This design comes from an exercise in tuning for small area, a short achievable clock period and few clock cycles per item on the open sky130 flow, not from production work.
In this exercise RTL edits were held to simulation tests only and were not proved equivalent to the original.
No driver is modelled on the clock port, so clock power and skew are understated where the tree is cut down; a real chip needs a root buffer or a tree.
Power is estimated from default activity; no workload was simulated.

## sys
module sys (
	clk,
	reset,
	addr,
	din,
	dout,
	req,
	wr,
	rdy,
	seed0,
	seed1,
	seed2,
	seed3,
	range
);
Size: ~1000 cells after synthesis, roughly 16000 um2 of cells after synthesis.
export LEC_CHECK = 0
export CAP_MARGIN = 20
export CORE_MARGIN = 2
export CORE_UTILIZATION = 70
export PLACE_DENSITY = 0.8
export SETUP_SLACK_MARGIN = 1.9
export SLEW_MARGIN = 20
create_clock -name core_clock -period 3.2 [get_ports {clk}]
standard.sh (not shown) runs the stock make flow with config.mk's settings and CLKGATE_MAP_FILE= SYNTH_SCRIPT=/design/flow/synth_recipe.tcl, a recipe that flattens the netlist after the stock synthesis.
==> flow/flow/run.sh <==
#!/bin/bash
# Standard ORFS layout with two changes:
#  - port buffers are buf_1 cells (buffer_ports otherwise picks
#    clkdlybuf4s50_1, a slow delay cell);
#  - the clock tree is built by flow/cts.tcl (two buffer levels) instead of
#    TritonCTS (three levels of buffers): two levels of clock inverters,
#    which lowers the clock latency.
# Each step's full output goes to make_<step>.log here; ORFS's own logs are
# under orfs/logs.
set -euo pipefail
here=$(pwd)
export CTREE_TCL=$here/flow/ctree.tcl
export PULL_TCL=$here/flow/pull.tcl
A=(BUFFER_PORTS_ARGS="-buffer_cell sky130_fd_sc_hd__buf_1")
bash standard.sh "${A[@]}" place > make_place.log 2>&1
bash standard.sh "${A[@]}" run RUN_SCRIPT="$here/flow/cts.tcl" RUN_LOG_NAME_STEM=4_1_cts > make_cts.log 2>&1
bash standard.sh "${A[@]}" finish > make_finish.log 2>&1
Other scripts of this flow, unchanged in this note and not shown: flow/flow/ctree.tcl, flow/flow/cts.tcl, flow/flow/pull.tcl
The starting point ran to the end with no violations.
Testbench counts at the start, summed over its fixed seeds: cycles 128,027, items 16,000.
Rerun with:
--- a/flow/config.mk
+++ b/flow/config.mk
@@ -10 +10 @@
-export CORE_UTILIZATION = 70
+export CORE_UTILIZATION = 65
@@ -12 +12 @@
-export SETUP_SLACK_MARGIN = 1.9
+export SETUP_SLACK_MARGIN = 1.88
Outcome: Sequential share of layout area goes up by 1.0 points. Global-route usage shrinks by 3.0 points. Die area climbs by a little under a tenth. Routed wire length came out lower by a little under a tenth. Via count drops by a few percent. Design area is lower by a few percent. Total power shrinks slightly. Setup slack improves by 0.097 ns.
Rerun with:
--- a/flow/flow/run.sh
+++ b/flow/flow/run.sh
@@ -2 +2,2 @@
-# Standard ORFS layout with two changes:
+# Standard ORFS layout (the standard.sh, standard synthesis) with three
+# changes:
@@ -5,3 +6,8 @@
-#  - the clock tree is built by flow/cts.tcl (two buffer levels) instead of
-#    TritonCTS (three levels of buffers): two levels of clock inverters,
-#    which lowers the clock latency.
+#  - flow/cts.tcl replaces ORFS's CTS step: pull.tcl first moves each output
+#    port's flip-flop next to that port's buffer, then ctree.tcl builds a
+#    balanced two-level clock tree of clock inverters (port -> 4 clkinv_16
+#    -> 16 clkinv_8 -> flip-flops, an even number of inversions) instead of
+#    TritonCTS's three levels of buffers, which lowers the clock latency of
+#    every flip-flop alike; the rest of ORFS's CTS step (placement
+#    legalisation, timing repair) then runs as usual;
+#  - the rest (routing, finish) is the standard flow.
--- a/flow/config.mk
+++ b/flow/config.mk
@@ -10 +10 @@
-export CORE_UTILIZATION = 65
+export CORE_UTILIZATION = 70
@@ -12 +12 @@
-export SETUP_SLACK_MARGIN = 1.88
+export SETUP_SLACK_MARGIN = 1.85
Hold slack improved by 0.039 ns.
Area after synthesis stays the same.
Global-route usage goes up by 1.8 points.
Register-to-register slack barely changes.
Utilization goes up by 3.9 points.
Rerun with:
==> flow/flow/run.sh (replaced) <==
#!/bin/bash
# Standard ORFS layout with two changes:
#  - port buffers are buf_1 cells (buffer_ports otherwise picks
#    clkdlybuf4s50_1, a slow delay cell);
#  - the clock tree is built by flow/cts.tcl (two buffer levels) instead of
#    TritonCTS (three levels of buffers): two levels of clock inverters,
#    which lowers the clock latency.
# Each step's full output goes to make_<step>.log here; ORFS's own logs are
# under orfs/logs.
set -euo pipefail
here=$(pwd)
export CTREE_TCL=$here/flow/ctree.tcl
export PULL_TCL=$here/flow/pull.tcl
A=(BUFFER_PORTS_ARGS="-buffer_cell sky130_fd_sc_hd__buf_1")
bash standard.sh "${A[@]}" place > make_place.log 2>&1
bash standard.sh "${A[@]}" run RUN_SCRIPT="$here/flow/cts.tcl" RUN_LOG_NAME_STEM=4_1_cts > make_cts.log 2>&1
bash standard.sh "${A[@]}" finish > make_finish.log 2>&1
--- a/flow/config.mk
+++ b/flow/config.mk
@@ -10 +10 @@
-export CORE_UTILIZATION = 70
+export CORE_UTILIZATION = 65
@@ -12 +12 @@
-export SETUP_SLACK_MARGIN = 1.85
+export SETUP_SLACK_MARGIN = 1.94
Effect: The new run completed with no timing, DRC or antenna violations. Area after synthesis does not change. Via count rose by a few percent. Sequential power rose slightly. Register-to-register slack is worse by 0.07 ns. Cell count rose by a few percent. Clock power is about the same. Synthesized cell count is unchanged.
No run of this note takes its clock network from TritonCTS; it comes from the design's own scripts or RTL.

========
Another version of the RTL of sys (not shown whole).
Size in the first run: about 1,100 cells after synthesis, about 430 flip-flops, roughly 0.016 mm2 of cells after synthesis.
==> flow/config.mk <==
export PLATFORM = sky130hd
export DESIGN_NAME = sys
export DESIGN_NICKNAME = sys
export VERILOG_FILES = /design/flow/design.v
export SDC_FILE = /design/flow/constraint.sdc
export NUM_CORES = 4
export LEC_CHECK = 0
export CAP_MARGIN = 20
export CORE_MARGIN = 2
export CORE_UTILIZATION = 60
export PLACE_DENSITY = 0.75
export SETUP_SLACK_MARGIN = 1.75
export SLEW_MARGIN = 20
==> flow/constraint.sdc <==
create_clock -name core_clock -period 3.2 [get_ports {clk}]
set_input_delay 0.6400 -clock core_clock [delete_from_list [all_inputs] [get_ports {clk}]]
set_output_delay 0.6400 -clock core_clock [all_outputs]
set_load 0.01 [all_outputs]
==> flow/flow/run.sh <==
#!/bin/bash
# Standard ORFS layout with two changes:
#  - port buffers are buf_1 cells (buffer_ports otherwise picks
#    clkdlybuf4s50_1, a slow delay cell);
#  - the clock tree is built by flow/cts.tcl (two buffer levels) instead of
#    TritonCTS (three levels), which lowers the clock latency.
# Each step's full output goes to make_<step>.log here; ORFS's own logs are
# under orfs/logs.
set -euo pipefail
here=$(pwd)
export CTREE_TCL=$here/flow/ctree.tcl
A=(BUFFER_PORTS_ARGS="-buffer_cell sky130_fd_sc_hd__buf_1")
bash standard.sh "${A[@]}" place > make_place.log 2>&1
bash standard.sh "${A[@]}" run RUN_SCRIPT="$here/flow/cts.tcl" RUN_LOG_NAME_STEM=4_1_cts > make_cts.log 2>&1
bash standard.sh "${A[@]}" finish > make_finish.log 2>&1
==> flow/flow/ctree.tcl <==
# Custom two-level clock tree: the clock port drives NMID buffers, each of
# which drives NLEAF/NMID leaf buffers; each leaf drives one cluster of
# flip-flops. Clusters come from splitting the sinks into equal-count
# columns by x, then each column into equal-count groups by y.
proc ctree_build {clk_port nmid_x nmid_y nleaf_x nleaf_y mid_cell leaf_cell} {
  set block [ord::get_db_block]
  set net [[$block findBTerm $clk_port] getNet]
  set sinks {}
  foreach it [$net getITerms] {
    set inst [$it getInst]
    set bb [$inst getBBox]
    set x [expr {([$bb xMin] + [$bb xMax]) / 2}]
    set y [expr {([$bb yMin] + [$bb yMax]) / 2}]
    lappend sinks [list $x $y [$inst getName] [[$it getMTerm] getName]]
  }
  set n [llength $sinks]
  puts "ctree: $n sinks"
  # split into nmid_x*nleaf_x columns, then each into nmid_y*nleaf_y rows
  set ncol [expr {$nmid_x * $nleaf_x}]
  set nrow [expr {$nmid_y * $nleaf_y}]
  set byx [lsort -integer -index 0 $sinks]
  set leaves {}
  for {set c 0} {$c < $ncol} {incr c} {
    set lo [expr {($c * $n) / $ncol}]
    set hi [expr {(($c + 1) * $n) / $ncol - 1}]
    set col [lsort -integer -index 1 [lrange $byx $lo $hi]]
    set m [llength $col]
    for {set r 0} {$r < $nrow} {incr r} {
      set lo2 [expr {($r * $m) / $nrow}]
      set hi2 [expr {(($r + 1) * $m) / $nrow - 1}]
      lappend leaves [list $c $r [lrange $col $lo2 $hi2]]
    }
  }
  set site_w 460
  set row_h 2720
  # leaf buffers
  set li 0
  array set mids {}
  foreach lf $leaves {
    lassign $lf c r members
    set sx 0; set sy 0
    foreach s $members { incr sx [lindex $s 0]; incr sy [lindex $s 1] }
    set cx [expr {$sx / [llength $members]}]
    set cy [expr {$sy / [llength $members]}]
    set name "ctree_leaf_$li"
    set nname "ctree_leafnet_$li"
    make_instance $name $leaf_cell
    odb::dbNet_create $block $nname
    foreach s $members {
      set pin "[lindex $s 2]/[lindex $s 3]"
      disconnect_pin $clk_port $pin
      connect_pin $nname $pin
    }
    connect_pin $nname $name/X
    set inst [$block findInst $name]
    $inst setLocation [expr {($cx / $site_w) * $site_w}] [expr {($cy / $row_h) * $row_h}]
    $inst setPlacementStatus PLACED
    [$block findNet $nname] setSigType CLOCK
    set mx [expr {$c / $nleaf_x}]
    set my [expr {$r / $nleaf_y}]
    lappend mids($mx,$my) [list $name $cx $cy]
    incr li
  }
  # mid buffers
  set mi 0
  foreach key [lsort [array names mids]] {
    set sx 0; set sy 0
    foreach l $mids($key) { incr sx [lindex $l 1]; incr sy [lindex $l 2] }
    set k [llength $mids($key)]
    set cx [expr {$sx / $k}]; set cy [expr {$sy / $k}]
    set name "ctree_mid_$mi"
    set nname "ctree_midnet_$mi"
    make_instance $name $mid_cell
    odb::dbNet_create $block $nname
    foreach l $mids($key) { connect_pin $nname [lindex $l 0]/A }
    connect_pin $nname $name/X
    connect_pin $clk_port $name/A
    set inst [$block findInst $name]
    $inst setLocation [expr {($cx / $site_w) * $site_w}] [expr {($cy / $row_h) * $row_h}]
    $inst setPlacementStatus PLACED
    [$block findNet $nname] setSigType CLOCK
    incr mi
  }
  $net setSigType CLOCK
  puts "ctree: $li leaf buffers, $mi mid buffers"
}
==> flow/flow/cts.tcl <==
# ORFS's cts.tcl with TritonCTS replaced by a two-level clock tree built by
# ctree.tcl (clock port -> 4 buffers -> 16 leaf buffers -> flip-flops).
utl::set_metrics_stage "cts__{}"
source $::env(SCRIPTS_DIR)/load.tcl
erase_non_stage_variables cts
load_design 3_place.odb 3_place.sdc

repair_clock_inverters

set_dont_use $::env(DONT_USE_CELLS)

source $::env(CTREE_TCL)
ctree_build clk 2 2 2 2 sky130_fd_sc_hd__clkbuf_16 sky130_fd_sc_hd__clkbuf_16
set_propagated_clock [all_clocks]

estimate_parasitics -placement

set_placement_padding -global \
  -left $::env(CELL_PAD_IN_SITES_DETAIL_PLACEMENT) \
  -right $::env(CELL_PAD_IN_SITES_DETAIL_PLACEMENT)
detailed_placement
estimate_parasitics -placement

repair_timing_helper
detailed_placement
check_placement -verbose

report_clock_latency
report_metrics 4 "cts final"

orfs_write_db $::env(RESULTS_DIR)/4_1_cts.odb
orfs_write_sdc $::env(RESULTS_DIR)/4_cts.sdc
Testbench counts at the start, summed over its fixed seeds: cycles 128,027, items 16,000.
Edit:
--- a/flow/flow/run.sh
+++ b/flow/flow/run.sh
@@ -11,2 +11,3 @@
 export CTREE_TCL=$here/flow/ctree.tcl
+export PULL_TCL=$here/flow/pull.tcl
 A=(BUFFER_PORTS_ARGS="-buffer_cell sky130_fd_sc_hd__buf_1")
--- a/flow/flow/ctree.tcl
+++ b/flow/flow/ctree.tcl
@@ -65,2 +65,10 @@
   set mi 0
+  if {$mid_cell eq "none"} {
+    foreach key [lsort [array names mids]] {
+      foreach l $mids($key) { connect_pin $clk_port [lindex $l 0]/A }
+    }
+    $net setSigType CLOCK
+    puts "ctree: $li leaf buffers driven by the port"
+    return
+  }
   foreach key [lsort [array names mids]] {
--- a/flow/flow/cts.tcl
+++ b/flow/flow/cts.tcl
@@ -2,2 +2,4 @@
 # ctree.tcl (clock port -> 4 buffers -> 16 leaf buffers -> flip-flops).
+# Before that, pull.tcl moves each output port's flip-flop next to the
+# port's buffer.
 utl::set_metrics_stage "cts__{}"
@@ -12,2 +14,4 @@
 source $::env(CTREE_TCL)
+source $::env(PULL_TCL)
+pull_output_flops
 ctree_build clk 2 2 2 2 sky130_fd_sc_hd__clkbuf_16 sky130_fd_sc_hd__clkbuf_16
==> flow/flow/pull.tcl (new file) <==
# Move the flip-flop that drives each output port's buffer next to that
# buffer, so the flip-flop's output wire is short.
proc pull_output_flops {} {
  set block [ord::get_db_block]
  set n 0
  foreach bt [$block getBTerms] {
    if {[$bt getIoType] ne "OUTPUT"} { continue }
    set net [$bt getNet]
    if {$net eq "NULL"} { continue }
    set buf ""
    foreach it [$net getITerms] { if {[$it isOutputSignal]} { set buf [$it getInst] } }
    if {$buf eq ""} { continue }
    set in_net ""
    foreach it [$buf getITerms] { if {[$it isInputSignal]} { set in_net [$it getNet] } }
    if {$in_net eq "" || $in_net eq "NULL"} { continue }
    set drv ""
    foreach it [$in_net getITerms] { if {[$it isOutputSignal]} { set drv [$it getInst] } }
    if {$drv eq ""} { continue }
    if {![[$drv getMaster] isSequential]} { continue }
    if {[llength [$in_net getITerms]] != 2} { continue }
    set loc [$buf getLocation]
    $drv setLocation [lindex $loc 0] [lindex $loc 1]
    incr n
  }
  puts "pull_output_flops: moved $n flip-flops"
}
Settings changed: ABC_AREA set to 1, CORE_UTILIZATION 60 to 65, PLACE_DENSITY 0.75 to 0.8.
Outcome: Clock power barely changes. Global-route usage came out higher by 5.0 points. Final cell count climbs by about a fifth. Wire length grows by roughly a tenth. Hold slack loses 0.022 ns.
Edit:
--- a/flow/flow/run.sh
+++ b/flow/flow/run.sh
@@ -11,3 +11,2 @@
 export CTREE_TCL=$here/flow/ctree.tcl
-export PULL_TCL=$here/flow/pull.tcl
 A=(BUFFER_PORTS_ARGS="-buffer_cell sky130_fd_sc_hd__buf_1")
--- a/flow/flow/ctree.tcl
+++ b/flow/flow/ctree.tcl
@@ -65,10 +65,2 @@
   set mi 0
-  if {$mid_cell eq "none"} {
-    foreach key [lsort [array names mids]] {
-      foreach l $mids($key) { connect_pin $clk_port [lindex $l 0]/A }
-    }
-    $net setSigType CLOCK
-    puts "ctree: $li leaf buffers driven by the port"
-    return
-  }
   foreach key [lsort [array names mids]] {
--- a/flow/flow/cts.tcl
+++ b/flow/flow/cts.tcl
@@ -2,4 +2,2 @@
 # ctree.tcl (clock port -> 4 buffers -> 16 leaf buffers -> flip-flops).
-# Before that, pull.tcl moves each output port's flip-flop next to the
-# port's buffer.
 utl::set_metrics_stage "cts__{}"
@@ -14,4 +12,2 @@
 source $::env(CTREE_TCL)
-source $::env(PULL_TCL)
-pull_output_flops
 ctree_build clk 2 2 2 2 sky130_fd_sc_hd__clkbuf_16 sky130_fd_sc_hd__clkbuf_16
Settings changed: ABC_AREA 1 to not set, SETUP_SLACK_MARGIN 1.75 to 1.82.
removed: flow/flow/pull.tcl
What happened: Clock power barely changes. Worst setup slack is worse by 0.0031 ns. Power came out lower by 2.7%. Cell count came out lower by 18%. Final area came out higher by 0.59%. Area after synthesis came out lower by 2.2%. Synthesized cell count came out lower by 29%.
No run of this note takes its clock network from TritonCTS; it comes from the design's own scripts or RTL.

re-timing with driven ports:
No port has a modelled driver above. Below, the same layouts with a new extraction and two added sets of constraints. Step 1 sets driving cells, clkbuf_16 on the clock port and buf_2 on the other inputs (assumed; they add their load-dependent delay and slew). Step 2 moves the port delays by t, midway between the first and last clock arrival at a register: inputs arrive t later, outputs are due t later. That takes back most of the time a late clock gives input paths. a / b / c = ideal / step 1 / step 2; a / b = the first two.
| run | t, ns | setup slack, ns | worst register clock-pin slew, ns | cell pins on the clock port's net |
|---|---|---|---|---|
| the first run of note 1 | 0.419 | 1.764 / 1.631 / 1.650 | 0.10 / 0.11 | 4 |
| the second run of note 1 | 0.416 | 1.861 / 1.627 / 1.638 | 0.10 / 0.10 | 4 |
| the third run of note 1 | 0.410 | 1.843 / 1.634 / 1.599 | 0.10 / 0.11 | 4 |
| the fourth run of note 1 | 0.422 | 1.821 / 1.599 / 1.601 | 0.11 / 0.11 | 4 |
| the first run of note 2 | 0.427 | 1.725 / 1.624 / 1.456 | 0.11 / 0.11 | 4 |
| the second run of note 2 | 0.438 | 1.739 / 1.628 / 1.391 | 0.11 / 0.11 | 4 |
| the third run of note 2 | 0.425 | 1.736 / 1.634 / 1.479 | 0.10 / 0.10 | 4 |
After both steps every run listed still meets setup and hold. For the second run of note 2, which loses most, drivers alone change the setup slack by -0.111 ns; drivers and shift together by -0.348 ns.
